Source: an optimization exercise on an open RTL-to-GDS flow (aim: small area and a short achievable clock period). Production flows keep margins and buffers that such runs may drop. At most, simulation tests tie the RTL to the original design; equivalence was not proved. Only the layout flow was run in run 1; the RTL was not checked for function there. Power is estimated from default activity; no workload was simulated.

$ cat flow/config.mk
export PLATFORM = sky130hd
export DESIGN_NAME = fft_16
export DESIGN_NICKNAME = fft_16
export VERILOG_FILES = /design/flow/design.v
export SDC_FILE = /design/flow/constraint.sdc
export NUM_CORES = 4
export LEC_CHECK = 0
export ABC_CLOCK_PERIOD_IN_PS = 2500
export CAP_MARGIN = 20
export CORE_MARGIN = 2
export CORE_UTILIZATION = 40
export CTS_BUF_LIST = sky130_fd_sc_hd__clkbuf_4 sky130_fd_sc_hd__clkbuf_8
export SLEW_MARGIN = 20
$ cat flow/constraint.sdc
create_clock -name core_clock -period 11.0 [get_ports {clk}]
set_input_delay 2.2000 -clock core_clock [delete_from_list [all_inputs] [get_ports {clk}]]
set_output_delay 2.2000 -clock core_clock [all_outputs]
set_load 0.01 [all_outputs]
$ cat flow/design.v
module tf_multi (
    input  signed [11:0] a,
    input  signed [11:0] b,
    input  signed [13:0] a3,       
    input  signed [13:0] b3,       
    input         [47:0] sel,      
    output        [12:0] re_s,     
    output        [12:0] re_c,
    output               re_c8,    
    output        [12:0] im_s,
    output        [12:0] im_c,
    output               im_c8
);
    wire [4:0] c6 = sel[47:43], c3 = sel[42:38], c0 = sel[37:33];
    wire [4:0] s6 = sel[32:28], s3 = sel[27:23], s0 = sel[22:18];
    wire [2:0] ns = sel[17:15];
    wire [2:0] k_ra6 = sel[14:12], k_rb6 = sel[11:9], k_ib6 = sel[8:6],
               k_ia3 = sel[5:3],   k_ib3 = sel[2:0];
    function [21:0] row(input signed [11:0] x, input signed [13:0] x3,
                        input [3:0] m, input neg, input integer p, input [2:0] kc);
        reg signed [21:0] mv, xs, x3s;
        begin
            xs = x;
            x3s = x3;
            mv = ({22{m[0]}} & xs) | ({22{m[1]}} & (xs << 1))
               | ({22{m[2]}} & x3s) | ({22{m[3]}} & (xs << 2));
            row = neg ? ~(mv << p) : ((mv << p) | kc);
        end
    endfunction
    function [43:0] csa(input [21:0] x, input [21:0] y, input [21:0] z);
        csa = {x ^ y ^ z, ((x & y) | (x & z) | (y & z)) << 1};
    endfunction
    function [43:0] tree6(input [21:0] r0, input [21:0] r1, input [21:0] r2,
                          input [21:0] r3, input [21:0] r4, input [21:0] r5);
        reg [43:0] l1a, l1b, l2;
        begin
            l1a = csa(r0, r1, r2);
            l1b = csa(r3, r4, r5);
            l2  = csa(l1a[43:22], l1a[21:0], l1b[43:22]);
            tree6 = csa(l2[43:22], l2[21:0], l1b[21:0]);
        end
    endfunction
    wire [43:0] re_v = tree6(row(a, a3, c6[3:0], c6[4], 6, k_ra6),
                             row(a, a3, c3[3:0], c3[4], 3, 3'd0),
                             row(a, a3, c0[3:0], c0[4], 0, 3'd0),
                             row(b, b3, s6[3:0], s6[4], 6, k_rb6),
                             row(b, b3, s3[3:0], s3[4], 3, 3'd0),
                             row(b, b3, s0[3:0], s0[4], 0, 3'd0));
    wire [43:0] im_v = tree6(row(a, a3, s6[3:0], ns[2], 6, 3'd0),
                             row(a, a3, s3[3:0], ns[1], 3, k_ia3),
                             row(a, a3, s0[3:0], ns[0], 0, 3'd0),
                             row(b, b3, c6[3:0], c6[4], 6, k_ib6),
                             row(b, b3, c3[3:0], c3[4], 3, k_ib3),
                             row(b, b3, c0[3:0], c0[4], 0, 3'd0));
    wire [8:0] re_lo = re_v[29:22] + re_v[7:0];
    wire [8:0] im_lo = im_v[29:22] + im_v[7:0];
    assign re_s  = re_v[42:30];
    assign re_c  = re_v[20:8];
    assign re_c8 = re_lo[8];
    assign im_s  = im_v[42:30];
    assign im_c  = im_v[20:8];
    assign im_c8 = im_lo[8];
endmodule
module tf_dec (
    input  [2:0]  k,
    output [47:0] sel
);
    function [4:0] dg(input integer d);
        dg = {d < 0, (d == 4 || d == -4), (d == 3 || d == -3),
              (d == 2 || d == -2), (d == 1 || d == -1)};
    endfunction
    reg [47:0] t;
    always @(*) begin
        case (k)
            3'd1: t = {dg( 4), dg(-2), dg(-4), dg(1), dg( 4), dg( 2), 3'b111, 3'd2, 3'd0, 3'd5, 3'd0, 3'd0};
            3'd2: t = {dg( 3), dg(-1), dg(-3), dg(3), dg(-1), dg(-2), 3'b100, 3'd4, 3'd0, 3'd3, 3'd0, 3'd0};
            3'd3: t = {dg( 1), dg( 4), dg( 1), dg(4), dg(-2), dg(-3), 3'b100, 3'd2, 3'd0, 3'd1, 3'd0, 3'd0};
            3'd4: t = {dg( 0), dg( 0), dg( 0), dg(4), dg( 0), dg( 0), 3'b100, 3'd0, 3'd0, 3'd1, 3'd0, 3'd0};
            3'd5: t = {dg(-1), dg(-4), dg(-2), dg(4), dg(-2), dg(-3), 3'b100, 3'd0, 3'd5, 3'd0, 3'd4, 3'd0};
            3'd6: t = {dg(-3), dg( 1), dg( 2), dg(3), dg(-1), dg(-2), 3'b100, 3'd0, 3'd3, 3'd0, 3'd2, 3'd0};
            3'd7: t = {dg(-4), dg( 2), dg( 3), dg(1), dg( 4), dg( 2), 3'b111, 3'd0, 3'd1, 3'd0, 3'd0, 3'd4};
            default: t = 48'd0;
        endcase
    end
    assign sel = t;
endmodule
module tf_multi2 (
    input  signed [11:0] a,
    input  signed [11:0] b,
    input  signed [12:0] u,
    input  signed [12:0] v,
    input                w2,       
    input                w4,
    input                w6,
    output        [12:0] re_s,     
    output        [12:0] re_c,
    output               re_c8,    
    output        [12:0] im_s,
    output        [12:0] im_c,
    output               im_c8
);
    function [43:0] csa(input [21:0] x, input [21:0] y, input [21:0] z);
        csa = {x ^ y ^ z, ((x & y) | (x & z) | (y & z)) << 1};
    endfunction
    function [43:0] tree6(input [21:0] r0, input [21:0] r1, input [21:0] r2,
                          input [21:0] r3, input [21:0] r4, input [21:0] r5);
        reg [43:0] l1a, l1b, l2;
        begin
            l1a = csa(r0, r1, r2);
            l1b = csa(r3, r4, r5);
            l2  = csa(l1a[43:22], l1a[21:0], l1b[43:22]);
            tree6 = csa(l2[43:22], l2[21:0], l1b[21:0]);
        end
    endfunction
    wire signed [21:0] xr = w6 ? v : w2 ? u : 22'sd0;
    wire signed [21:0] xi = w6 ? ~u : w2 ? v : 22'sd0;
    wire signed [21:0] nu = ~u;
    wire signed [21:0] na = ~a;
    wire signed [21:0] su = u;
    wire signed [21:0] sv = v;
    wire signed [21:0] sb = b;
    wire signed [21:0] re_r0 = w2 ? su : w6 ? (sv <<< 1) : 22'sd0;
    wire signed [21:0] re_r5 = w2 ? sb : w4 ? (sb <<< 8) : 22'sd0;
    wire signed [21:0] im_r0 = w2 ? sv : w6 ? (nu <<< 1) : 22'sd256;
    wire signed [21:0] im_r5 = w2 ? na : w4 ? (na <<< 8) : 22'sd182;
    wire [21:0] im_r2 = (xi <<< 2) | {21'd0, w2};
    wire [43:0] re_v = tree6(xr <<< 7, xr <<< 5, xr <<< 4, xr <<< 2, re_r0, re_r5);
    wire [43:0] im_v = tree6(xi <<< 7, xi <<< 5, xi <<< 4, im_r2, im_r0, im_r5);
    wire [8:0] re_lo = re_v[29:22] + re_v[7:0];
    wire [8:0] im_lo = im_v[29:22] + im_v[7:0];
    assign re_s  = re_v[42:30];
    assign re_c  = re_v[20:8];
    assign re_c8 = re_lo[8];
    assign im_s  = im_v[42:30];
    assign im_c  = im_v[20:8];
    assign im_c8 = im_lo[8];
endmodule
module fft_16 (
    input                clk,
    input                rst_n,
    input                en,
    input  signed [11:0] sin_re,
    input  signed [11:0] sin_im,
    output signed [11:0] sout_re,
    output signed [11:0] sout_im
);
    function signed [11:0] sat13(input signed [12:0] x);
        sat13 = (x[12] ^ x[11]) ? {x[12], {11{~x[12]}}} : x[11:0];
    endfunction
    function signed [12:0] sx(input signed [11:0] x);
        sx = x;
    endfunction
    reg [3:0] count;
    wire [3:0] count_n = (!rst_n || !en) ? 4'd0 : count + 4'd1;
    always @(posedge clk) count <= count_n;
    reg z1;             
    reg bf2;            
    reg p2;             
    reg [47:0] sel1;    
    reg w2r, w4r, w6r;  
    wire [47:0] sel1_n;
    tf_dec dec1 (.k(count_n[2:0] + 3'd1), .sel(sel1_n));
    always @(posedge clk) begin
        z1  <= (count_n[2:0] == 3'd0);
        bf2 <= (count_n[2:0] == 3'd0) | (count_n[2] & (count_n[1] | count_n[0]));
        p2  <= (count_n[1:0] == 2'd1) & ~count_n[2];
        sel1 <= sel1_n;
        w2r <= (count_n[1:0] == 2'd1);
        w4r <= (count_n[1:0] == 2'd2);
        w6r <= (count_n[1:0] == 2'd3);
    end
    reg [7:0] age;
    always @(posedge clk) age <= rst_n ? {age[6:0], 1'b1} : 8'd0;
    wire ok1 = age[7];      
    wire ok2 = age[3];      
    wire ok3 = age[1];      
    integer i;
    reg signed [12:0] d1r0_re, d1r0_im;           
    reg signed [11:0] d1_re [1:7];
    reg signed [11:0] d1_im [1:7];
    reg signed [12:0] s1_re, s1_im;               
    reg signed [13:0] p3_re, p3_im;               
    reg        [12:0] v1rs, v1rc, v1is, v1ic;     
    reg               v1r8, v1i8;
    wire signed [11:0] a1_re = ok1 ? d1_re[7] : 12'sd0;
    wire signed [11:0] a1_im = ok1 ? d1_im[7] : 12'sd0;
    wire [12:0] t1rs, t1rc, t1is, t1ic;
    wire        t1r8, t1i8;
    tf_multi tf1 (.a(d1_re[6]), .b(d1_im[6]), .a3(p3_re), .b3(p3_im),
                  .sel(sel1),
                  .re_s(t1rs), .re_c(t1rc), .re_c8(t1r8),
                  .im_s(t1is), .im_c(t1ic), .im_c8(t1i8));
    wire tw1 = ~count[3] & ~z1 & ok1;
    wire signed [12:0] add1_re = sx(a1_re) + sx(sin_re);
    wire signed [12:0] add1_im = sx(a1_im) + sx(sin_im);
    wire signed [12:0] s1a_re = z1 ? sx(a1_re) : tw1 ? v1rs : 13'sd0;
    wire signed [12:0] s1a_im = z1 ? sx(a1_im) : tw1 ? v1is : 13'sd0;
    wire signed [12:0] s1b_re = tw1 ? v1rc : 13'sd0;
    wire signed [12:0] s1b_im = tw1 ? v1ic : 13'sd0;
    wire signed [12:0] m1_re = s1a_re + s1b_re + (tw1 & v1r8);
    wire signed [12:0] m1_im = s1a_im + s1b_im + (tw1 & v1i8);
    wire signed [12:0] s1n_re = count[3] ? add1_re : m1_re;
    wire signed [12:0] s1n_im = count[3] ? add1_im : m1_im;
    wire signed [12:0] d1a_re = count[3] ? ~sx(a1_re) : 13'sd0;
    wire signed [12:0] d1a_im = count[3] ? ~sx(a1_im) : 13'sd0;
    wire signed [12:0] d1n_re = d1a_re + sx(sin_re);
    wire signed [12:0] d1n_im = d1a_im + sx(sin_im);
    reg d1c;
    always @(posedge clk) begin
        v1rs <= t1rs; v1rc <= t1rc; v1is <= t1is; v1ic <= t1ic;
        v1r8 <= t1r8; v1i8 <= t1i8;
        d1r0_re <= d1n_re;
        d1r0_im <= d1n_im;
        d1c <= count[3];
        d1_re[1] <= sat13(d1r0_re ^ {13{d1c}});
        d1_im[1] <= sat13(d1r0_im ^ {13{d1c}});
        for (i = 2; i < 8; i = i + 1) begin
            d1_re[i] <= d1_re[i-1];
            d1_im[i] <= d1_im[i-1];
        end
        p3_re <= (d1_re[5] <<< 1) + d1_re[5];
        p3_im <= (d1_im[5] <<< 1) + d1_im[5];
        if (!rst_n) begin
            s1_re <= 13'd0; s1_im <= 13'd0;
        end else begin
            s1_re <= s1n_re;
            s1_im <= s1n_im;
        end
    end
    wire signed [11:0] y1_re = sat13(s1_re);
    wire signed [11:0] y1_im = sat13(s1_im);
    reg signed [12:0] d2r0_re, d2r0_im;
    reg signed [11:0] d2_re [1:3];
    reg signed [11:0] d2_im [1:3];
    reg signed [12:0] s2_re, s2_im;
    reg signed [12:0] u2, v2;                     
    reg        [12:0] v2rs, v2rc, v2is, v2ic;
    reg               v2r8, v2i8;
    wire signed [11:0] a2_re = ok2 ? d2_re[3] : 12'sd0;
    wire signed [11:0] a2_im = ok2 ? d2_im[3] : 12'sd0;
    wire [12:0] t2rs, t2rc, t2is, t2ic;
    wire        t2r8, t2i8;
    tf_multi2 tf2 (.a(d2_re[2]), .b(d2_im[2]), .u(u2), .v(v2),
                   .w2(w2r), .w4(w4r), .w6(w6r),
                   .re_s(t2rs), .re_c(t2rc), .re_c8(t2r8),
                   .im_s(t2is), .im_c(t2ic), .im_c8(t2i8));
    wire tw2 = ~bf2 & ~p2 & ok2;
    wire signed [12:0] s2a_re = (bf2 | p2) ? sx(a2_re) : tw2 ? v2rs : 13'sd0;
    wire signed [12:0] s2a_im = (bf2 | p2) ? sx(a2_im) : tw2 ? v2is : 13'sd0;
    wire signed [12:0] s2b_re = bf2 ? sx(y1_re) : tw2 ? v2rc : 13'sd0;
    wire signed [12:0] s2b_im = bf2 ? sx(y1_im) : tw2 ? v2ic : 13'sd0;
    wire signed [12:0] s2n_re = s2a_re + s2b_re + (tw2 & v2r8);
    wire signed [12:0] s2n_im = s2a_im + s2b_im + (tw2 & v2i8);
    wire signed [12:0] d2a_re = bf2 ? sx(a2_re) : 13'sd0;
    wire signed [12:0] d2a_im = bf2 ? sx(a2_im) : 13'sd0;
    wire signed [12:0] d2b_re = sx(y1_re) ^ {13{bf2}};
    wire signed [12:0] d2b_im = sx(y1_im) ^ {13{bf2}};
    wire signed [12:0] d2n_re = d2a_re + d2b_re + bf2;
    wire signed [12:0] d2n_im = d2a_im + d2b_im + bf2;
    always @(posedge clk) begin
        v2rs <= t2rs; v2rc <= t2rc; v2is <= t2is; v2ic <= t2ic;
        v2r8 <= t2r8; v2i8 <= t2i8;
        d2r0_re <= d2n_re;
        d2r0_im <= d2n_im;
        d2_re[1] <= sat13(d2r0_re);
        d2_im[1] <= sat13(d2r0_im);
        d2_re[2] <= d2_re[1]; d2_im[2] <= d2_im[1];
        d2_re[3] <= d2_re[2]; d2_im[3] <= d2_im[2];
        u2 <= d2_re[1] + d2_im[1];
        v2 <= d2_im[1] - d2_re[1];
        if (!rst_n) begin
            s2_re <= 13'd0; s2_im <= 13'd0;
        end else begin
            s2_re <= s2n_re;
            s2_im <= s2n_im;
        end
    end
    wire signed [11:0] y2_re = sat13(s2_re);
    wire signed [11:0] y2_im = sat13(s2_im);
    reg signed [12:0] d3r0_re, d3r0_im;
    reg signed [11:0] d3_re, d3_im;
    reg signed [12:0] s3_re, s3_im;
    wire signed [11:0] a3_re = ok3 ? d3_re : 12'sd0;
    wire signed [11:0] a3_im = ok3 ? d3_im : 12'sd0;
    wire c1 = count[1], c0 = count[0];
    wire nc1 = ~count[1], nc0 = ~count[0];
    wire signed [12:0] s3a_re = (c1 & c0) ? sx(a3_im) : sx(a3_re);
    wire signed [12:0] s3a_im = (c1 & c0) ? ~sx(a3_re) : sx(a3_im);
    wire signed [12:0] s3n_re = s3a_re + (c1 ? 13'sd0 : sx(y2_re));
    wire signed [12:0] s3n_im = s3a_im + (c1 ? 13'sd0 : sx(y2_im)) + (c1 & c0);
    wire signed [12:0] d3n_re = (c1 ? 13'sd0 : sx(a3_re)) + (sx(y2_re) ^ {13{nc1}}) + nc1;
    wire signed [12:0] d3n_im = (c1 ? 13'sd0 : sx(a3_im)) + (sx(y2_im) ^ {13{nc1}}) + nc1;
    always @(posedge clk) begin
        d3r0_re <= d3n_re;
        d3r0_im <= d3n_im;
        d3_re <= sat13(d3r0_re);
        d3_im <= sat13(d3r0_im);
        if (!rst_n) begin
            s3_re <= 13'd0; s3_im <= 13'd0;
        end else begin
            s3_re <= s3n_re;
            s3_im <= s3n_im;
        end
    end
    wire signed [11:0] y3_re = sat13(s3_re);
    wire signed [11:0] y3_im = sat13(s3_im);
    reg signed [12:0] d4r_re, d4r_im;
    reg signed [11:0] s4_re, s4_im;
    wire signed [11:0] a4_re = sat13(d4r_re);
    wire signed [11:0] a4_im = sat13(d4r_im);
    wire signed [12:0] s4n_re = sx(a4_re) + (c0 ? 13'sd0 : sx(y3_re));
    wire signed [12:0] s4n_im = sx(a4_im) + (c0 ? 13'sd0 : sx(y3_im));
    wire signed [12:0] d4n_re = (c0 ? 13'sd0 : sx(a4_re)) + (sx(y3_re) ^ {13{nc0}}) + nc0;
    wire signed [12:0] d4n_im = (c0 ? 13'sd0 : sx(a4_im)) + (sx(y3_im) ^ {13{nc0}}) + nc0;
    always @(posedge clk) begin
        if (!rst_n) begin
            d4r_re <= 13'd0; d4r_im <= 13'd0;
            s4_re <= 12'd0;  s4_im <= 12'd0;
        end else begin
            d4r_re <= d4n_re;
            d4r_im <= d4n_im;
            s4_re <= sat13(s4n_re);
            s4_im <= sat13(s4n_im);
        end
    end
    assign sout_re = s4_re;
    assign sout_im = s4_im;
endmodule
$ cat flow/flow/run.sh
#!/bin/bash
set -euo pipefail
export SETUP_SLACK_MARGIN=7.25
export SETUP_MOVE_SEQUENCE=unbuffer,sizeup,swap,clone,split
bash standard.sh > make_standard.log 2>&1
$ cat flow/standard.sh
#!/bin/bash
# synth_recipe.tcl (not shown) runs the flow's synth.tcl, then flattens the netlist and writes it again
# the make line also repeats each setting of config.mk as NAME=value (left out here)
make -C /OpenROAD-flow-scripts/flow DESIGN_CONFIG=/design/flow/config.mk WORK_HOME=/design/flow/orfs CLKGATE_MAP_FILE= SYNTH_SCRIPT=/design/flow/synth_recipe.tcl "${@:-finish}"
==> results of run 1 <==
==> synthesized netlist by cell type, drive strengths merged (18+ instances only) <==
| cell type | number |
|---|---|
| o21bai | 20 |
| clkbuf | 179 |
| nand3 | 47 |
| a31oi | 26 |
| a221oi | 20 |
| dfxtp | 664 |
| o211ai | 21 |
| a21oi | 209 |
| a21o | 117 |
| nor3 | 58 |
| ha | 359 |
| or2 | 22 |
| and3 | 44 |
| a22o | 52 |
| nand2 | 294 |
| a222oi | 61 |
| nor2b | 78 |
| or3 | 26 |
| o22ai | 18 |
| mux2i | 37 |
| a22oi | 48 |
| inv | 353 |
| nor2 | 259 |
| a21boi | 38 |
| fa | 278 |
| a211oi | 20 |
| xnor2 | 280 |
| nand2b | 45 |
| o21ai | 188 |
| and2 | 125 |
| buf | 33 |
| xor2 | 106 |
| o21a | 29 |
| maj3 | 34 |
==> what timing repair did <==
action	CTS	global route
setup buffers	3	5
hold endpoints to repair	0	0
pin swaps	6	11
gates resized for setup	82	91
cloned	5	7
endpoints found under the setup margin	127	79
==> final cells by class <==
cell class / instances / area share [%]
inverters: 355 / 2.88
flip-flops and latches: 664 / 28.5
multi-input cells: 3114 / 56.8
clock buffers: 162 / 4.50
repair inverters: 3 / 0.0321
well taps: 1368 / 3.66
repair buffers: 99 / 2.39
clock inverters: 44 / 1.18
diodes: 3 / 0.0161
==> logic make-up (layout without fill, tap and decap cells) <==
family,after synthesis,count (layout),synth area share [%]
multiplexers,42,42,1.03
buffers and inverters,567,663,5.16
AO/OA/AOI/OAI,982,983,16.4
other,0,3,0
adder cells (fa/ha/maj),671,671,25.1
AND/OR/NAND/NOR,1029,1032,12.0
XOR/XNOR,386,386,8.17
flip-flops,664,664,32.1
==> layout by cell type (no fill, tap or decap), types with 48 or more instances in the layout <==
cell type	count
dfxtp_1	648
ha_1	346
inv_1	343
nand2_1	294
xnor2_1	275
fa_1	271
nor2_1	253
a21oi_1	197
o21ai_0	168
clkbuf_8	142
and2_1	123
a21o_1	117
xor2_1	105
nor2b_1	76
a222oi_1	61
nor3_1	57
a22o_1	50
a22oi_1	48
==> worst reg2reg max path: cells and delay by family (launching register included) <==
family	cells	cell delay, ns
fa+ha+maj	3	1.23
buf+inv	1	0.10
xor+xnor	1	0.18
compound gates	7	1.40
flops	1	0.39
simple gates	2	0.14
==> power breakdown <==
group | total, mW | internal, mW | switching [mW]
Combinational | 4.47 | 2.01 | 2.46
Clock | 2.56 | 1.45 | 1.11
Sequential | 3.67 | 3.11 | 0.559
Total | 10.7 | 6.57 | 4.13
==> flip-flops by register name, summed over array words and instances (netlist names), 19 cells and up <==
register / cells
d1_re: 83
sel1: 19
d2_im: 36
d1_im: 83
d2_re: 36
==> per-layer routing <==
metal	up-vias	GRT usage (%)	share of wire, %
met5	-	0	0.011
met1	14900	26.9	42
met4	2	8.34	4.0
li1	14900	-	-
met2	946	35.6	47
met3	240	3.67	6.1
==> through the flow <==
step | power [mW] | hold slack (ns)
3_5_place_dp | 8.11 | 0.312
2_1_floorplan | 6.75 | 0.310
5_1_grt | 11.5 | 0.328
4_1_cts | 10.7 | 0.326
6_report | 10.7 | 0.323
3_3_place_gp | 8.05 | 0.310
==> path summary, 6_finish.rpt <==
check	endpoint	depth (start not counted)	slack, ns
setup / recovery	s1_im[11]$_SDFF_PN0_	9	7.32
hold / removal	d1_im[3][9]$_DFF_P_	0	0.32
hold reg to reg	d1_im[3][9]$_DFF_P_	0	0.32
setup reg to reg	s2_im[12]$_SDFF_PN0_	14	7.41
==> flow_metrics.env, run 1 <==
export IMPL_total_leakage_power_nw=21.2
export IMPL_pre_cts_slack_ns=6.32
export IMPL_setup_worst_path_class="in -> reg"
export IMPL_rsz0062_at_grt="yes"
export IMPL_clock_path_buffers=3
export IMPL_seqCellArea_mm2=0.0133
export IMPL_powerDensity_mw_per_mm2=229
export IMPL_cts_reportedPaths_clkPinSlew_ns=0.06
export IMPL_max_stage_delay_ns=0.49
export IMPL_end_kind="register"
export IMPL_hpwl_um=84500
export IMPL_grt_antenna_before_repair=11
export IMPL_critPathArrivalTime_ns=4.35
export IMPL_cp_slowest_cell="clkdlybuf4s50_1"
export IMPL_drive_gt1_share_pct=9.39
export IMPL_io_pins=51
export IMPL_wl_um=115000
export IMPL_synth_cells=4341
export IMPL_outcome="finished clean"
export IMPL_netlist_area_leader_share_pct=32.1
export IMPL_insertion_delay_ns=0.83
export IMPL_grt_overflow_total=0
export IMPL_yosysSeqAreaShare_pct=32.1
export IMPL_ant_nets=0
export IMPL_r2r_start="s1_im[11]$_SDFF_PN0_"
export IMPL_area_growth_pct=12.9
export IMPL_tritoncts="built"
export IMPL_synth_warnings=12
export IMPL_hp_start="d1_im[2][9]$_DFF_P_"
export IMPL_vias=31000
export IMPL_cts_max_level=3
export IMPL_synth_nets=5005
export IMPL_final_cell_area_mm2=0.0467
export IMPL_drt_iter0_drc=2341
export IMPL_grt_max_degree=89
export IMPL_first_pass_iters=11
export IMPL_netlist_area_mm2=0.0414
export IMPL_skew_ns=0.0627
export IMPL_worstPathMaxFanout=4
export IMPL_finalHoldViolCount=0
export IMPL_port_buffer_count=50
export IMPL_die_x_um=326
export IMPL_crit_path_start_kind="input pin"
export IMPL_via_per_inst=5.34
export IMPL_die_area_mm2=0.106
export IMPL_grt_pass1_wl_um=175000
export IMPL_num_fill_cells=9932
export IMPL_start_util_pct=40.5
export IMPL_design_core_area_mm2=0.102
export IMPL_placementRows=117
export IMPL_finish_utilization_pct=45.7
export IMPL_hold_path_class="reg -> reg"
export IMPL_slew_viol_final=0
export IMPL_ys_ff_latch=664
export IMPL_setup_slack_ns=7.32
export IMPL_wl_per_cell_um=19.8
export IMPL_synth_ff_type="dfxtp_1"
export IMPL_max_slew_margin_pct=35.4
export IMPL_nNetsFinal=5012
export IMPL_synth_area_top_cells="dfxtp_1, fa_1, ha_1"
export IMPL_cp_cell_sequence="clkdlybuf4s50_1 -> ha_1 -> nand2_1 -> o211ai_1 -> a2111oi_4 -> o41ai_2 -> nor2_1 -> a21oi_1 -> o31ai_1"
export IMPL_die_h_um=326
export IMPL_final_cells=5812
export IMPL_syn_avg_cell_area_um2=9.53
export IMPL_gp_congestion=0.893
export IMPL_yosysTopAreaCell="dfxtp_1"
export IMPL_synth_edf_count=0
export IMPL_multiInputGateArea_mm2=0.0266
export IMPL_startpoint="sin_im[2]"
export IMPL_postCtsHoldBufs=0
export IMPL_track_usage_pct=21.1
export IMPL_ir_drop_v=0.000164
export IMPL_period_needed_ns=3.68
export IMPL_path_buf_inv=1
export IMPL_cts_sinks=664
export IMPL_worstMarginPinSlew_ns=0.960
export IMPL_grt_pass1_vias=30600
export IMPL_root_buffer="clkbuf_8"
export IMPL_drc=0
export IMPL_synth_cell_types=80
export IMPL_dpl_cell_area_mm2=0.0432
export IMPL_postSynth_asyncResetShare_pct=0
export IMPL_drv_cap=0
export IMPL_max_freq_mhz=272
export IMPL_crit_family="compound AO/OA/AOI/OAI gates"
export IMPL_finalSetupTns_ns=0
export IMPL_critPathRequiredTime_ns=11.67
export IMPL_finalSetupViolations=0
export IMPL_cts_buffers=111
export IMPL_placedCellCount=5583
export IMPL_finalCritPeriodShare_pct=33.5
==> run 2: changes to the inputs <==
--- a/flow/design.v
+++ b/flow/design.v
@@ -6,10 +6,10 @@
     input         [47:0] sel,      
     output        [12:0] re_s,     
     output        [12:0] re_c,
-    output               re_c8,    
+    output        [8:0]  re_l,     
     output        [12:0] im_s,
     output        [12:0] im_c,
-    output               im_c8
+    output        [8:0]  im_l
 );
     wire [4:0] c6 = sel[47:43], c3 = sel[42:38], c0 = sel[37:33];
     wire [4:0] s6 = sel[32:28], s3 = sel[27:23], s0 = sel[22:18];
@@ -52,14 +52,14 @@
                              row(b, b3, c6[3:0], c6[4], 6, k_ib6),
                              row(b, b3, c3[3:0], c3[4], 3, k_ib3),
                              row(b, b3, c0[3:0], c0[4], 0, 3'd0));
-    wire [8:0] re_lo = re_v[29:22] + re_v[7:0];
-    wire [8:0] im_lo = im_v[29:22] + im_v[7:0];
-    assign re_s  = re_v[42:30];
-    assign re_c  = re_v[20:8];
-    assign re_c8 = re_lo[8];
-    assign im_s  = im_v[42:30];
-    assign im_c  = im_v[20:8];
-    assign im_c8 = im_lo[8];
+    wire [4:0] re_lo = re_v[25:22] + re_v[3:0];
+    wire [4:0] im_lo = im_v[25:22] + im_v[3:0];
+    assign re_s = re_v[42:30];
+    assign re_c = re_v[20:8];
+    assign re_l = {re_v[29:26], re_v[7:4], re_lo[4]};
+    assign im_s = im_v[42:30];
+    assign im_c = im_v[20:8];
+    assign im_l = {im_v[29:26], im_v[7:4], im_lo[4]};
 endmodule
 module tf_dec (
     input  [2:0]  k,
@@ -94,10 +94,10 @@
     input                w6,
     output        [12:0] re_s,     
     output        [12:0] re_c,
-    output               re_c8,    
+    output        [8:0]  re_l,     
     output        [12:0] im_s,
     output        [12:0] im_c,
-    output               im_c8
+    output        [8:0]  im_l
 );
     function [43:0] csa(input [21:0] x, input [21:0] y, input [21:0] z);
         csa = {x ^ y ^ z, ((x & y) | (x & z) | (y & z)) << 1};
@@ -126,14 +126,14 @@
     wire [21:0] im_r2 = (xi <<< 2) | {21'd0, w2};
     wire [43:0] re_v = tree6(xr <<< 7, xr <<< 5, xr <<< 4, xr <<< 2, re_r0, re_r5);
     wire [43:0] im_v = tree6(xi <<< 7, xi <<< 5, xi <<< 4, im_r2, im_r0, im_r5);
-    wire [8:0] re_lo = re_v[29:22] + re_v[7:0];
-    wire [8:0] im_lo = im_v[29:22] + im_v[7:0];
-    assign re_s  = re_v[42:30];
-    assign re_c  = re_v[20:8];
-    assign re_c8 = re_lo[8];
-    assign im_s  = im_v[42:30];
-    assign im_c  = im_v[20:8];
-    assign im_c8 = im_lo[8];
+    wire [4:0] re_lo = re_v[25:22] + re_v[3:0];
+    wire [4:0] im_lo = im_v[25:22] + im_v[3:0];
+    assign re_s = re_v[42:30];
+    assign re_c = re_v[20:8];
+    assign re_l = {re_v[29:26], re_v[7:4], re_lo[4]};
+    assign im_s = im_v[42:30];
+    assign im_c = im_v[20:8];
+    assign im_l = {im_v[29:26], im_v[7:4], im_lo[4]};
 endmodule
 module fft_16 (
     input                clk,
@@ -181,15 +181,18 @@
     reg signed [12:0] s1_re, s1_im;               
     reg signed [13:0] p3_re, p3_im;               
     reg        [12:0] v1rs, v1rc, v1is, v1ic;     
-    reg               v1r8, v1i8;
+    reg        [8:0]  v1rl, v1il;     
+    wire [4:0] c1r = v1rl[8:5] + v1rl[4:1] + v1rl[0];
+    wire [4:0] c1i = v1il[8:5] + v1il[4:1] + v1il[0];
+    wire v1r8 = c1r[4], v1i8 = c1i[4];
     wire signed [11:0] a1_re = ok1 ? d1_re[7] : 12'sd0;
     wire signed [11:0] a1_im = ok1 ? d1_im[7] : 12'sd0;
     wire [12:0] t1rs, t1rc, t1is, t1ic;
-    wire        t1r8, t1i8;
+    wire [8:0]  t1rl, t1il;
     tf_multi tf1 (.a(d1_re[6]), .b(d1_im[6]), .a3(p3_re), .b3(p3_im),
                   .sel(sel1),
-                  .re_s(t1rs), .re_c(t1rc), .re_c8(t1r8),
-                  .im_s(t1is), .im_c(t1ic), .im_c8(t1i8));
+                  .re_s(t1rs), .re_c(t1rc), .re_l(t1rl),
+                  .im_s(t1is), .im_c(t1ic), .im_l(t1il));
     wire tw1 = ~count[3] & ~z1 & ok1;
     wire signed [12:0] add1_re = sx(a1_re) + sx(sin_re);
     wire signed [12:0] add1_im = sx(a1_im) + sx(sin_im);
@@ -208,7 +211,7 @@
     reg d1c;
     always @(posedge clk) begin
         v1rs <= t1rs; v1rc <= t1rc; v1is <= t1is; v1ic <= t1ic;
-        v1r8 <= t1r8; v1i8 <= t1i8;
+        v1rl <= t1rl; v1il <= t1il;
         d1r0_re <= d1n_re;
         d1r0_im <= d1n_im;
         d1c <= count[3];
@@ -235,15 +238,18 @@
     reg signed [12:0] s2_re, s2_im;
     reg signed [12:0] u2, v2;                     
     reg        [12:0] v2rs, v2rc, v2is, v2ic;
-    reg               v2r8, v2i8;
+    reg        [8:0]  v2rl, v2il;     
+    wire [4:0] c2r = v2rl[8:5] + v2rl[4:1] + v2rl[0];
+    wire [4:0] c2i = v2il[8:5] + v2il[4:1] + v2il[0];
+    wire v2r8 = c2r[4], v2i8 = c2i[4];
     wire signed [11:0] a2_re = ok2 ? d2_re[3] : 12'sd0;
     wire signed [11:0] a2_im = ok2 ? d2_im[3] : 12'sd0;
     wire [12:0] t2rs, t2rc, t2is, t2ic;
-    wire        t2r8, t2i8;
+    wire [8:0]  t2rl, t2il;
     tf_multi2 tf2 (.a(d2_re[2]), .b(d2_im[2]), .u(u2), .v(v2),
                    .w2(w2r), .w4(w4r), .w6(w6r),
-                   .re_s(t2rs), .re_c(t2rc), .re_c8(t2r8),
-                   .im_s(t2is), .im_c(t2ic), .im_c8(t2i8));
+                   .re_s(t2rs), .re_c(t2rc), .re_l(t2rl),
+                   .im_s(t2is), .im_c(t2ic), .im_l(t2il));
     wire tw2 = ~bf2 & ~p2 & ok2;
     wire signed [12:0] s2a_re = (bf2 | p2) ? sx(a2_re) : tw2 ? v2rs : 13'sd0;
     wire signed [12:0] s2a_im = (bf2 | p2) ? sx(a2_im) : tw2 ? v2is : 13'sd0;
@@ -259,7 +265,7 @@
     wire signed [12:0] d2n_im = d2a_im + d2b_im + bf2;
     always @(posedge clk) begin
         v2rs <= t2rs; v2rc <= t2rc; v2is <= t2is; v2ic <= t2ic;
-        v2r8 <= t2r8; v2i8 <= t2i8;
+        v2rl <= t2rl; v2il <= t2il;
         d2r0_re <= d2n_re;
         d2r0_im <= d2n_im;
         d2_re[1] <= sat13(d2r0_re);
==> flow/flow/run.sh (replaced) <==
#!/bin/bash
set -euo pipefail
export SETUP_SLACK_MARGIN=7.5
export SETUP_MOVE_SEQUENCE=unbuffer,sizeup,swap,clone,split
bash standard.sh > make_standard.log 2>&1
--- a/flow/config.mk
+++ b/flow/config.mk
@@ -9,5 +9,4 @@
 export CAP_MARGIN = 20
 export CORE_MARGIN = 2
 export CORE_UTILIZATION = 40
-export CTS_BUF_LIST = sky130_fd_sc_hd__clkbuf_4 sky130_fd_sc_hd__clkbuf_8
 export SLEW_MARGIN = 20
==> run 2 against run 1 <==
Design area up 3.5%. Synthesized cell count is 1.3% higher. Sequential power up 5%. Worst hold slack worse by 0.0047 ns. Wire length down 2.1%. Global-route usage fell by 0.54 points. Clock power increased by 14%. Still clean. Synthesized area up 1.7%. Clock skew decreased by 0.032 ns. Via count up 0.32%.
==> flow_metrics.env, run 2 <==
export IMPL_setup_slack_ns=7.50
export IMPL_dpl_cell_area_mm2=0.0442
export IMPL_placedCellCount=5651
export IMPL_synth_warnings=12
export IMPL_finalSetupViolations=0
export IMPL_drive_gt1_share_pct=10.6
export IMPL_wl_per_cell_um=19.3
export IMPL_wl_um=113000
export IMPL_yosysSeqAreaShare_pct=33.1
export IMPL_hold_path_class="reg -> reg"
export IMPL_drc=0
export IMPL_critPathArrivalTime_ns=4.04
export IMPL_period_needed_ns=3.50
export IMPL_cts_buffers=80
export IMPL_io_pins=51
export IMPL_grt_pass1_vias=30500
export IMPL_grt_max_degree=86
export IMPL_die_h_um=328
export IMPL_outcome="finished clean"
export IMPL_via_per_inst=5.34
export IMPL_p_total_mw=11.2
export IMPL_tritoncts="built"
export IMPL_first_pass_iters=10
export IMPL_cts_max_level=3
export IMPL_slew_viol_final=0
export IMPL_finish_utilization_pct=46.5
export IMPL_insertion_delay_ns=0.66
export IMPL_setup_worst_path_class="in -> reg"
export IMPL_finalHoldViolCount=0
export IMPL_critPathRequiredTime_ns=11.55
export IMPL_die_x_um=328
export IMPL_postSynth_asyncResetShare_pct=0
export IMPL_vias=31100
export IMPL_area_growth_pct=14.9
export IMPL_worstPathMaxFanout=3
export IMPL_synth_ff_type="dfxtp_1"
export IMPL_syn_avg_cell_area_um2=9.57
export IMPL_hpwl_um=82700
export IMPL_final_common_cell="dfxtp_1"
export IMPL_ir_drop_v=0.000128
export IMPL_powerDensity_mw_per_mm2=232
export IMPL_largestRegisters="d1_im (83), d1_re (83)"
export IMPL_skew_ns=0.0307
export IMPL_cts_sinks=696
export IMPL_track_usage_pct=20.6
export IMPL_root_buffer="clkbuf_16"
export IMPL_synth_nets=5060
export IMPL_total_leakage_power_nw=21.4
export IMPL_grt_overflow_total=0
export IMPL_design_core_area_mm2=0.104
export IMPL_port_buffer_count=50
export IMPL_worstMarginPinSlew_ns=1.02
export IMPL_drt_iter0_drc=2578
export IMPL_end_kind="register"
export IMPL_netlist_area_mm2=0.0421
export IMPL_synth_area_top_cells="dfxtp_1, fa_1, ha_1"
export IMPL_start_util_pct=40.5
export IMPL_die_area_mm2=0.108
export IMPL_placementRows=118
export IMPL_drv_cap=0
export IMPL_grt_antenna_before_repair=4
export IMPL_grt_pass1_wl_um=173000
export IMPL_ant_nets=0
export IMPL_ys_ff_latch=696
export IMPL_finalCritPeriodShare_pct=31.8
export IMPL_nNetsFinal=5043
export IMPL_synth_edf_count=0
export IMPL_finalSetupTns_ns=0
export IMPL_final_cells=5829
export IMPL_netlist_area_leader_share_pct=33.1
export IMPL_max_slew_margin_pct=31.9
export IMPL_netlist_top_cells_count="dfxtp_1, ha_1, inv_1"
export IMPL_synth_cell_types=80
export IMPL_synth_cells=4396
export IMPL_synth_most_common_cell="dfxtp_1"
export IMPL_gp_congestion=0.891
export IMPL_crit_path_start_kind="input pin"
export IMPL_mostFrequentLayoutCells="dfxtp_1, inv_1, ha_1"
export IMPL_max_freq_mhz=286
export IMPL_yosysTopAreaCell="dfxtp_1"
export IMPL_clock_path_buffers=3
export IMPL_cts_reportedPaths_clkPinSlew_ns=0.06
export IMPL_whs_ns=0.318
export IMPL_pre_cts_slack_ns=6.30
export IMPL_rsz0062_at_grt="yes"
export IMPL_final_cell_area_mm2=0.0484
-- run 2: cell count changes in the layout (fill, tap and decap cells not counted), sizes merged, moves of 13 or more --
cell           before  now
o21ai             188  225
xor2              106  136
clkdlybuf4s50      21    7
maj3               34   20
a21o              117  104
dfxtp             664  696
clkbuf            166  103
nand2             294  322
xnor2             280  247
and2              126  107
nor2              261  227
nor2b              78  108
-- run 2: layer usage --
metal	GRT usage (%)	part of all wire, %	up-vias
li1	-	-	15000
met1	28.0	45	15000
met2	32.7	45	1000
met3	4.10	7.3	170
met4	6.92	2.8	4
met5	0	0.021	-
-- run 2: cell type report --
class,count,area (µm²)
Tap cell,1380,1730
Clock buffer,99,2180
Antenna cell,3,7.51
Fill cell,9843,55600
Clock inverter,50,772
Timing Repair inverter,7,40.0
Timing Repair Buffer,97,1060
Sequential cell,696,14000
Multi-Input combinational cell,3136,27200
Inverter,361,1380
-- run 2: cell families after synthesis --
| group | Yosys count | share of synthesized area, % |
|---|---|---|
| AND/OR/NAND/NOR | 1037 | 12.0 |
| AO/OA/AOI/OAI | 1000 | 16.2 |
| adder cells (fa/ha/maj) | 657 | 24.4 |
| buffers and inverters | 575 | 5.16 |
| multiplexers | 48 | 1.19 |
| XOR/XNOR | 383 | 7.97 |
| flip-flops | 696 | 33.1 |
-- run 2: worst paths after layout --
kind | from | to | slack (ns) | cells after the start
worst max-delay path | sin_re[0] | s1_re[10]$_SDFF_PN0_ | 7.50 | 11
worst min-delay path | d1_re[3][4]$_DFF_P_ | d1_re[4][4]$_DFF_P_ | 0.32 | 0
worst max register to register | d4r_re[11]$_SDFF_PN0_ | s4_re[1]$_SDFF_PN0_ | 7.57 | 14
worst min register to register | d1_re[3][4]$_DFF_P_ | d1_re[4][4]$_DFF_P_ | 0.32 | 0
-- run 2: power breakdown --
part / switching [mW] / internal [mW]
combinational: 2.46 / 1.97
clock: 1.16 / 1.77
sequential: 0.562 / 3.28
total: 4.18 / 7.02
-- run 2: critical path: stages --
cell and delay, ns:
buf_6 0.09, ha_4 0.14, inv_2 0.04, fa_2 0.40, nor2b_2 0.14, o21ai_2 0.08
a21oi_2 0.21, o31a_1 0.27, a31oi_4 0.12, xnor2_1 0.15, a31o_2 0.23
-- run 2: what timing repair did --
action / 4_1_cts / 5_1_grt
setup endpoints to repair: 215 / 144
endpoints found under the hold margin: 0 / 0
buffers inserted: 3 / 3
gates resized for setup: 166 / 158
hold buffers: 0 / 0
cloned: 12 / 8
pin swaps: 22 / 67
==> run 3: changes to the inputs <==
==> flow/flow/run.sh (replaced) <==
#!/bin/bash
set -euo pipefail
export SETUP_SLACK_MARGIN=7.7
export SETUP_MOVE_SEQUENCE=unbuffer,sizeup,swap,clone,split
bash standard.sh > make_standard.log 2>&1
--- a/flow/config.mk
+++ b/flow/config.mk
@@ -9,4 +9,6 @@
 export CAP_MARGIN = 20
 export CORE_MARGIN = 2
 export CORE_UTILIZATION = 40
+export CTS_CLUSTER_DIAMETER = 100
+export CTS_CLUSTER_SIZE = 30
 export SLEW_MARGIN = 20
==> run 3 against run 2 <==
Largest power group unchanged. Die area unchanged. Total power shrank 10%. Highest routed layer unchanged. Fmax is 2.3% higher. Sequential share of layout area up 0.50 points. Register-to-register slack barely moved. Global-route usage up 0.51 points. Flip-flop and latch count unchanged.
==> flow_metrics.env, run 3 <==
export IMPL_outcome="finished clean"
export IMPL_period_needed_ns=3.42
export IMPL_via_per_inst=5.42
export IMPL_synth_most_common_cell="dfxtp_1"
export IMPL_setup_worst_path_class="reg -> reg"
export IMPL_io_pins=51
export IMPL_placementRows=118
export IMPL_dpl_cell_area_mm2=0.0442
export IMPL_largestRegisters="d1_im (83), d1_re (83)"
export IMPL_clock_path_buffers=3
export IMPL_yosysTopAreaCell="dfxtp_1"
export IMPL_max_slew_margin_pct=40.3
export IMPL_synth_warnings=12
export IMPL_critPathArrivalTime_ns=3.98
export IMPL_cts_buffers=31
export IMPL_yosysSeqAreaShare_pct=33.1
export IMPL_nNetsFinal=5018
export IMPL_finalHoldViolCount=0
export IMPL_total_leakage_power_nw=20.8
export IMPL_max_stage_delay_ns=0.57
export IMPL_cp_cell_sequence="buf_12 -> a22o_1 -> a221oi_2 -> xor2_1 -> fa_1 -> inv_2 -> fa_1 -> fa_1 -> ha_4 -> nor4b_4 -> or2_4"
export IMPL_finish_utilization_pct=45.9
export IMPL_vias=31200
export IMPL_gp_congestion=0.891
export IMPL_drive_gt1_share_pct=12.3
export IMPL_startpoint="sel1[36]$_DFF_P_"
export IMPL_netlist_area_mm2=0.0421
export IMPL_hp_start="d1_re[2][5]$_DFF_P_"
export IMPL_crit_path_start_kind="register"
export IMPL_synth_edf_count=0
export IMPL_track_usage_pct=21.1
export IMPL_finalCritPeriodShare_pct=31.1
export IMPL_wl_per_cell_um=20.5
export IMPL_syn_avg_cell_area_um2=9.57
export IMPL_start_util_pct=40.5
export IMPL_drt_iter0_drc=2895
export IMPL_cp_slowest_cell="fa_1"
export IMPL_synth_nets=5060
export IMPL_grt_pass1_wl_um=177000
export IMPL_r2r_start="sel1[36]$_DFF_P_"
export IMPL_skew_ns=0.0560
export IMPL_final_cells=5750
export IMPL_ant_nets=0
export IMPL_synth_cell_types=80
export IMPL_setup_slack_ns=7.58
export IMPL_grt_antenna_before_repair=4
export IMPL_synth_area_top_cells="dfxtp_1, fa_1, ha_1"
export IMPL_die_area_mm2=0.108
export IMPL_postSynth_asyncResetShare_pct=0
export IMPL_synth_compound_area_share_pct=16.2
export IMPL_synth_area_mux_share_pct=1.19
export IMPL_finalSetupViolations=0
export IMPL_cts_sinks=696
export IMPL_hold_path_class="reg -> reg"
export IMPL_cts_max_level=1
export IMPL_rr_worst_depth=11
export IMPL_whs_ns=0.322
export IMPL_worstMarginPinSlew_ns=0.893
export IMPL_drv_cap=0
export IMPL_insertion_delay_ns=0.71
export IMPL_slew_viol_final=0
export IMPL_end_kind="register"
export IMPL_cpMostUsedCell="fa_1"
export IMPL_critPathRequiredTime_ns=11.56
export IMPL_tritoncts="built"
export IMPL_mostFrequentLayoutCells="dfxtp_1, inv_1, ha_1"
export IMPL_netlist_area_leader_share_pct=33.1
export IMPL_grt_overflow_total=0
export IMPL_synth_fa_ha_area_share_pct=24.4
export IMPL_synthXorXnorAreaFrac_pct=7.97
export IMPL_grt_pass1_vias=30300
export IMPL_synth_ff_type="dfxtp_1"
export IMPL_worstPathMaxFanout=6
export IMPL_grt_max_degree=81
export IMPL_drc=0
export IMPL_first_pass_iters=11
export IMPL_max_freq_mhz=292
export IMPL_final_common_cell="dfxtp_1"
export IMPL_powerDensity_mw_per_mm2=210
export IMPL_netlist_top_cells_count="dfxtp_1, ha_1, inv_1"
export IMPL_pre_cts_slack_ns=6.16
export IMPL_finalSetupTns_ns=0
export IMPL_design_core_area_mm2=0.104
export IMPL_min_path_cells=0
export IMPL_hpwl_um=84500
export IMPL_final_cell_area_mm2=0.0477
export IMPL_die_x_um=328
export IMPL_ys_ff_latch=696
export IMPL_rsz0062_at_grt="yes"
export IMPL_die_h_um=328
export IMPL_ir_drop_v=0.000131
export IMPL_root_buffer="clkbuf_16"
export IMPL_port_buffer_count=50
export IMPL_synth_cells=4396
export IMPL_p_total_mw=10.0
export IMPL_postCtsHoldBufs=0
export IMPL_synth_top_family_by_area="adder cells"
export IMPL_area_growth_pct=13.4
export IMPL_cts_reportedPaths_clkPinSlew_ns=0.11
export IMPL_yosys_area_share_simple_pct=12.0
export IMPL_wl_um=118000
export IMPL_placedCellCount=5643
export IMPL_antenna_cells=0
==> run 3: kinds of logic after synthesis <==
logic type      Yosys count
flops                   696
mux                      48
compound gates         1000
buf+inv                 575
simple gates           1037
xor+xnor                383
fa+ha+maj               657
==> run 3: metal layers <==
metal,vias up,global-route usage (%),wire length (µm)
met1,15100,28.5,51700
met5,-,0,32
met2,963,34.3,53900
met4,4,6.08,3720
li1,14900,-,-
met3,172,3.90,8260
==> run 3: final timing paths <==
| check | end | slack [ns] |
|---|---|---|
| worst min-delay path | d1_re[3][5]$_DFF_P_ | 0.32 |
| worst min register to register | d1_re[3][5]$_DFF_P_ | 0.32 |
| worst max register to register | v1rl[0]$_DFF_P_ | 7.58 |
| worst max-delay path | v1rl[0]$_DFF_P_ | 7.58 |
==> run 3: worst max-delay path, delay by kind of cell (launching register included) <==
family | cells | cell delay [ns]
AND/OR/NAND/NOR | 2 | 0.35
AO/OA/AOI/OAI | 2 | 0.40
flip-flops | 1 | 0.40
buffers and inverters | 2 | 0.22
adder cells (fa/ha/maj) | 4 | 1.70
XOR/XNOR | 1 | 0.22
==> run 3: area by class of cell <==
cell class	instances	area [µm²]
multi-input combinational	3140	27900
clock buffer	34	787
timing repair buffer	115	1570
tap	1380	1730
clock inverter	15	270
inverter	361	1400
sequential	696	14000
fill	9854	56200
timing repair inverter	9	52.6
==> run 3: repair_timing <==
| item | 4_1_cts | 5_1_grt |
|---|---|---|
| gates cloned | 28 | 20 |
| pin swaps | 62 | 123 |
| buffers inserted | 8 | 2 |
| endpoints found under the setup margin | 280 | 161 |
| resized for setup | 350 | 229 |
==> run 3: where the power goes <==
part           internal [mW]  switching [mW]  leakage, nW
registers               3.27           0.604         5.82
clock network          0.619           0.888        0.507
logic                   2.04            2.61         14.5
==> run 4: changes to the inputs <==
--- a/flow/config.mk
+++ b/flow/config.mk
@@ -9,6 +9,4 @@
 export CAP_MARGIN = 20
 export CORE_MARGIN = 2
 export CORE_UTILIZATION = 40
-export CTS_CLUSTER_DIAMETER = 100
-export CTS_CLUSTER_SIZE = 30
 export SLEW_MARGIN = 20
==> run 4 against run 3 <==
Sequential share of layout area decreased by 0.96 points. Global-route usage rose by 0.39 points. Sequential power hardly changed. Combinational power is 1% lower. Flip-flop and latch count stayed put. Register-to-register slack is essentially flat. Wire length is 0.65% higher. Design area increased by 3.3%. Worst setup slack lost 0.0023 ns. Total power rose by 13%. Critical path depth up 3. Critical endpoint is now s1_re[10]$_SDFF_PN0_. Largest power group unchanged.
==> flow_metrics.env, run 4 <==
export IMPL_outcome="finished clean"
export IMPL_vias=31500
export IMPL_wl_um=118000
export IMPL_p_total_mw=11.3
export IMPL_mostFrequentLayoutCells="dfxtp_1, inv_1, nand2_1, ha_1, fa_1"
export IMPL_largestRegisters="d1_im (83), d1_re (83)"
export IMPL_top_layer_used="met5"
export IMPL_period_needed_ns=3.42
export IMPL_cts_reportedPaths_clkPinSlew_ns=0.06
export IMPL_switching_power_mw=4.32
export IMPL_grt_max_degree=81
export IMPL_synth_edf_count=0
export IMPL_drive_gt1_share_pct=13.2
export IMPL_clkPwrFrac_pct=25.3
export IMPL_synth_most_common_cell="dfxtp_1"
export IMPL_rsz0062_at_grt="yes"
export IMPL_yosysTopAreaCell="dfxtp_1"
export IMPL_synth_cell_types=80
export IMPL_cp_slowest_cell="nor3b_4"
export IMPL_finalSetupTns_ns=0
export IMPL_die_area_mm2=0.108
export IMPL_worstPathMaxFanout=7
export IMPL_tritoncts="built"
export IMPL_startpoint="age[7]$_SDFF_PN0_"
export IMPL_path_buf_inv=3
export IMPL_drc=0
export IMPL_max_slew_margin_pct=42.6
export IMPL_grt_pass1_wl_um=180000
export IMPL_netlist_area_leader_share_pct=33.1
export IMPL_synth_ff_type="dfxtp_1"
export IMPL_placementRows=118
export IMPL_die_h_um=328
export IMPL_root_buffer="clkbuf_16"
export IMPL_crit_family="simple AND/OR/NAND/NOR gates"
export IMPL_synth_warnings=12
export IMPL_wl_met2_um=54000
export IMPL_p_seq_share_pct=34.2
export IMPL_postSynth_asyncResetShare_pct=0
export IMPL_drt_iter0_drc=2830
export IMPL_max_freq_mhz=292
export IMPL_netlist_area_mm2=0.0421
export IMPL_critPathArrivalTime_ns=3.99
export IMPL_cellInternalPower_mw=7.00
export IMPL_max_stage_delay_ns=0.42
export IMPL_total_leakage_power_nw=21.6
export IMPL_final_cell_area_mm2=0.0493
export IMPL_port_buffer_count=50
export IMPL_comb_power_share_pct=40.5
export IMPL_powerDensity_mw_per_mm2=230
export IMPL_r2r_start="age[7]$_SDFF_PN0_"
export IMPL_yosysSeqAreaShare_pct=33.1
export IMPL_hpwl_um=84500
export IMPL_final_cells=5837
export IMPL_num_fill_cells=9715
export IMPL_via_per_inst=5.39
export IMPL_synth_nets=5060
export IMPL_final_common_cell="dfxtp_1"
export IMPL_design_core_area_mm2=0.104
export IMPL_setup_worst_path_class="reg -> reg"
export IMPL_netlist_top_cells_count="dfxtp_1, ha_1, inv_1"
export IMPL_worstMarginPinSlew_ns=0.858
export IMPL_cp_cell_sequence="buf_12 -> nor3b_4 -> buf_12 -> nor2b_4 -> fa_2 -> inv_2 -> fa_2 -> nor2b_4 -> o21ai_2 -> a21oi_2 -> nor3_4 -> o31ai_2 -> mux2_4 -> a31o_2"
export IMPL_placedCellCount=5643
export IMPL_m1WireLength_um=52400
export IMPL_track_usage_pct=21.5
export IMPL_ant_nets=0
export IMPL_insertion_delay_ns=0.68
export IMPL_cts_buffers=78
export IMPL_grt_antenna_before_repair=6
export IMPL_synth_cells=4396
export IMPL_first_pass_iters=10
export IMPL_cts_sinks=696
export IMPL_ir_drop_v=0.000214
export IMPL_critPathRequiredTime_ns=11.57
export IMPL_slew_viol_final=0
export IMPL_synth_area_top_cells="dfxtp_1, fa_1, ha_1"
export IMPL_syn_avg_cell_area_um2=9.57
export IMPL_wl_per_cell_um=20.3
export IMPL_cts_max_level=3
export IMPL_finalSetupViolations=0
export IMPL_start_util_pct=40.5
export IMPL_grt_overflow_total=0
export IMPL_nNetsFinal=5058
export IMPL_finalHoldViolCount=0
export IMPL_drv_cap=0
export IMPL_io_pins=51
export IMPL_grt_pass1_vias=31000
export IMPL_die_x_um=328
export IMPL_hold_path_class="reg -> reg"
export IMPL_gp_congestion=0.891
export IMPL_clock_path_buffers=3
export IMPL_whs_ns=0.308
export IMPL_ys_ff_latch=696
export IMPL_dpl_cell_area_mm2=0.0442
export IMPL_wl_met3_um=7920
export IMPL_crit_path_start_kind="register"
export IMPL_end_kind="register"
export IMPL_hp_start="d1_im[3][8]$_DFF_P_"
export IMPL_power_share_switching_pct=38.2
export IMPL_finalCritPeriodShare_pct=31.1
export IMPL_area_growth_pct=17.2
export IMPL_skew_ns=0.0483
run 4: cell types whose count changed in the layout (fill, tap and decap cells not counted), moves of 7 or more:
cell	delta
fa_2	-9
o21ai_2	+7
fa_1	+9
bufinv_16	+8
clkbuf_8	+17
clkbuf_16	+42
inv_1	+7
run 4: metal layers:
| layer | global-route usage [%] | vias up |
|---|---|---|
| li1 | - | 15000 |
| met1 | 29.0 | 15300 |
| met2 | 34.3 | 937 |
| met3 | 4.18 | 217 |
| met4 | 7.44 | 2 |
| met5 | 0 | - |
run 4: cell families (layout without fill, tap and decap cells):
logic type / Yosys count / in the layout / synth area share (%)
fa+ha+maj: 657 / 657 / 24.4
simple gates: 1037 / 1048 / 12.0
mux: 48 / 48 / 1.19
buf+inv: 575 / 621 / 5.16
compound gates: 1000 / 1001 / 16.2
flops: 696 / 696 / 33.1
xor+xnor: 383 / 384 / 7.97
other cells: 0 / 2 / 0
run 4: path summary, 6_finish.rpt:
| kind | to | slack, ns | cells after the start |
|---|---|---|---|
| setup reg to reg | s1_re[10]$_SDFF_PN0_ | 7.58 | 14 |
| hold reg to reg | d1_im[4][8]$_DFF_P_ | 0.31 | 0 |
| hold / removal | d1_im[4][8]$_DFF_P_ | 0.31 | 0 |
| setup / recovery | s1_re[10]$_SDFF_PN0_ | 7.58 | 14 |
run 4: area by class of cell:
cell class	count	area, µm²	share of cell area (%)
clock buffers	100	2200	4.47
multi-input cells	3138	27700	56.2
diodes	2	5.00	0.0102
repair inverters	8	47.5	0.0964
inverters	361	1390	2.82
well taps	1380	1730	3.50
flip-flops and latches	696	14000	28.5
clock inverters	41	682	1.38
repair buffers	111	1530	3.10
run 4: timing repair:
| item | in CTS | in global routing |
|---|---|---|
| endpoints found under the setup margin | 282 | 166 |
| gates cloned | 30 | 11 |
| resized for setup | 368 | 170 |
| endpoints found under the hold margin | 0 | 0 |
| hold buffers | 0 | 0 |
| pin swaps | 70 | 116 |
| setup buffers | 7 | 3 |
run 4: per-stage QoR:
stage,setup slack [ns],utilization [%]
2_1_floorplan,7.20,-
3_3_place_gp,6.27,42.5
3_5_place_dp,6.16,42.5
4_1_cts,7.46,46.6
5_1_grt,7.48,47.4
6_report,7.58,47.4
run 4: power groups by stage:
stage	Combinational (mW)	Sequential, mW	Clock, mW
after floorplan	3.26	3.58	0
after global placement	4.24	3.89	0
after detailed placement	4.33	3.90	0
after CTS	4.46	3.85	2.92
after global routing	5.20	3.92	3.02
final	4.58	3.88	2.86
==> run 5: changes to the inputs <==
--- a/flow/config.mk
+++ b/flow/config.mk
@@ -9,4 +9,7 @@
 export CAP_MARGIN = 20
 export CORE_MARGIN = 2
 export CORE_UTILIZATION = 40
+export CTS_CLUSTER_DIAMETER = 60
+export CTS_CLUSTER_SIZE = 20
+export PLACE_DENSITY = 0.7
 export SLEW_MARGIN = 20
==> run 5 against run 4 <==
Design area down 1.1%. Still clean. Fmax down 0.14%. Critical path type unchanged. Combinational power about the same. Highest routed layer is now met4.
==> flow_metrics.env, run 5 <==
export IMPL_netlist_top_cells_count="dfxtp_1, ha_1, inv_1"
export IMPL_syn_avg_cell_area_um2=9.57
export IMPL_final_common_cell="dfxtp_1"
export IMPL_synth_cells=4396
export IMPL_drive_gt1_share_pct=13.5
export IMPL_final_cell_area_mm2=0.0488
export IMPL_reg2reg_to="s1_re[10]$_SDFF_PN0_"
export IMPL_worstPathMaxFanout=8
export IMPL_insertion_delay_ns=0.67
export IMPL_io_pins=51
export IMPL_drc=0
export IMPL_netlist_area_leader_share_pct=33.1
export IMPL_yosysSeqAreaShare_pct=33.1
export IMPL_die_h_um=328
export IMPL_p_total_mw=11.0
export IMPL_setup_worst_path_class="reg -> reg"
export IMPL_grt_pass1_vias=31400
export IMPL_end_kind="register"
export IMPL_hold_path_class="reg -> reg"
export IMPL_root_buffer="clkbuf_16"
export IMPL_netlist_area_mm2=0.0421
export IMPL_synth_area_top_cells="dfxtp_1, fa_1, ha_1"
export IMPL_ir_drop_v=0.000168
export IMPL_powerDensity_mw_per_mm2=225
export IMPL_synth_edf_count=0
export IMPL_finalSetupTns_ns=0
export IMPL_rsz0062_at_grt="yes"
export IMPL_cts_max_level=3
export IMPL_grt_antenna_before_repair=1
export IMPL_critPathRequiredTime_ns=11.57
export IMPL_finalHoldViolCount=0
export IMPL_r2r_start="age[7]$_SDFF_PN0_"
export IMPL_drv_cap=0
export IMPL_postSynth_asyncResetShare_pct=0
export IMPL_total_leakage_power_nw=21.4
export IMPL_largestRegisters="d1_im (83), d1_re (83)"
export IMPL_startpoint="age[7]$_SDFF_PN0_"
export IMPL_grt_overflow_total=0
export IMPL_slew_viol_final=0
export IMPL_cts_sinks=696
export IMPL_synth_warnings=12
export IMPL_drt_iter0_drc=3544
export IMPL_yosysTopAreaCell="dfxtp_1"
export IMPL_synth_ff_type="dfxtp_1"
export IMPL_gp_congestion=0.926
export IMPL_skew_ns=0.0472
export IMPL_r2r_setup_slack_ns=7.57
export IMPL_ant_nets=0
export IMPL_finalCritPeriodShare_pct=31.2
export IMPL_period_needed_ns=3.43
export IMPL_finalSetupViolations=0
export IMPL_wl_per_cell_um=19.7
export IMPL_hpwl_um=80700
export IMPL_area_growth_pct=15.9
export IMPL_first_pass_iters=14
export IMPL_die_x_um=328
export IMPL_max_freq_mhz=292
export IMPL_grt_pass1_wl_um=175000
export IMPL_dpl_cell_area_mm2=0.0442
export IMPL_die_area_mm2=0.108
export IMPL_port_buffer_count=50
export IMPL_rr_worst_depth=13
export IMPL_ys_ff_latch=696
export IMPL_clock_path_buffers=3
export IMPL_setup_worst_path_end="s1_re[10]$_SDFF_PN0_"
export IMPL_outcome="finished clean"
export IMPL_cts_buffers=69
export IMPL_whs_ns=0.309
export IMPL_synth_cell_types=80
export IMPL_max_slew_margin_pct=34.9
export IMPL_placedCellCount=5639
export IMPL_synth_nets=5060
export IMPL_wl_um=115000
export IMPL_nNetsFinal=5052
export IMPL_start_util_pct=40.5
export IMPL_critPathArrivalTime_ns=3.99
export IMPL_track_usage_pct=20.7
export IMPL_synth_most_common_cell="dfxtp_1"
export IMPL_placementRows=118
export IMPL_final_cells=5823
export IMPL_design_core_area_mm2=0.104
export IMPL_crit_path_start_kind="register"
export IMPL_vias=32100
export IMPL_cts_reportedPaths_clkPinSlew_ns=0.08
export IMPL_worstMarginPinSlew_ns=0.973
export IMPL_tritoncts="built"
export IMPL_via_per_inst=5.52
export IMPL_grt_max_degree=72
export IMPL_mostFrequentLayoutCells="dfxtp_1, inv_1, ha_1"
## run 5: repair_timing
item / in CTS / in global routing
resized for setup: 346 / 209
pin swaps: 72 / 137
endpoints found under the setup margin: 288 / 173
buffers inserted: 12 / 5
cloned: 22 / 19
hold buffers: 0 / 0
hold endpoints to repair: 0 / 0
## run 5: through the flow
stage,setup WS (ns),util [%]
after floorplan,7.20,-
after global placement,6.34,42.5
after detailed placement,6.28,42.5
after CTS,7.45,46.0
after global routing,7.44,46.9
final,7.57,46.9
## run 5: worst max-delay path, cell delays in order, from the launching register on
cell and delay (ns):
dfxtp_4 0.44, nor3b_4 0.52, buf_12 0.18, a22o_1 0.16, fa_2 0.26, inv_1 0.06, fa_2 0.39, nor2b_4 0.15
o21ai_2 0.08, a21oi_2 0.23, nor3_4 0.09, o31ai_2 0.19, mux2_2 0.36, a31o_2 0.21
## run 5: layout make-up
class                      count  area [µm²]
tap                         1380        1730
inverter                     361        1390
sequential                   696       14000
fill                        9585       55200
clock inverter                49         648
timing repair buffer         109        1410
multi-input combinational   3142       27700
antenna                        2        5.00
clock buffer                  75        1800
timing repair inverter         9        52.6
## run 5: cells by family after synthesis
family,synth area share [%]
buf+inv,5.16
flops,33.1
xor+xnor,7.97
mux,1.19
compound gates,16.2
fa+ha+maj,24.4
simple gates,12.0
## run 5: per-layer routing
layer / wire length [µm] / track usage, %
met1: 47700 / 26.9
met2: 52800 / 33.8
met3: 9030 / 3.63
met4: 5400 / 8.88
met5: 0 / 0
## run 5: worst min-delay path by stage
| stage | cells past startpoint | endpoint | startpoint | slack, ns |
|---|---|---|---|---|
| CTS | 0 | d1_im[2][8]$_DFF_P_ | d1_im[1][8]$_DFF_P_ | 0.31 |
| global placement | 0 | d1_re[3][4]$_DFF_P_ | d1_re[2][4]$_DFF_P_ | 0.31 |
| detailed placement | 0 | d1_im[2][8]$_DFF_P_ | d1_im[1][8]$_DFF_P_ | 0.31 |
| global route | 0 | d1_im[2][8]$_DFF_P_ | d1_im[1][8]$_DFF_P_ | 0.32 |
| finish | 0 | d1_im[4][4]$_DFF_P_ | d1_im[3][4]$_DFF_P_ | 0.31 |
| floorplan | 0 | d1_im[2][0]$_DFF_P_ | d1_im[1][0]$_DFF_P_ | 0.31 |
## run 5: report_power, final
| group | total (mW) | internal (mW) | switching, mW |
|---|---|---|---|
| sequential | 3.85 | 3.28 | 0.575 |
| combinational | 4.58 | 2.02 | 2.55 |
| clock | 2.55 | 1.32 | 1.22 |

-- static timing again, ports no longer ideal --
Ports are ideal in the flow. The routed layouts listed here were re-timed in OpenROAD.
Step 1 assumes that a clkbuf_16 drives the clock port and a buf_2 every other input.
Step 2 times the ports against the registers' clock, not the clock port: input delays grow and output delays shrink by t, the midpoint of the rising clock arrivals with the driver on.
Three values: ideal, step 1, step 2; two values: the first two.
run | t (ns) | setup WS [ns] | clock arrival spread, ns | worst data-port slew with drivers (ns)
run 1 | 0.861 | 7.319 / 7.331 / 6.497 | 0.070 / 0.069 | 0.14
run 2 | 0.721 | 7.503 / 7.489 / 6.818 | 0.035 / 0.034 | 0.13
run 3 | 0.746 | 7.580 / 7.580 / 6.974 | 0.062 / 0.062 | 0.10
run 4 | 0.725 | 7.578 / 7.578 / 6.959 | 0.058 / 0.058 | 0.10
run 5 | 0.718 | 7.573 / 7.573 / 6.983 | 0.050 / 0.051 | 0.14
After both steps setup and hold are still met in every run listed. The setup slack of run 1, which loses most, moves by +0.012 ns with the drivers and by -0.822 ns with both steps.
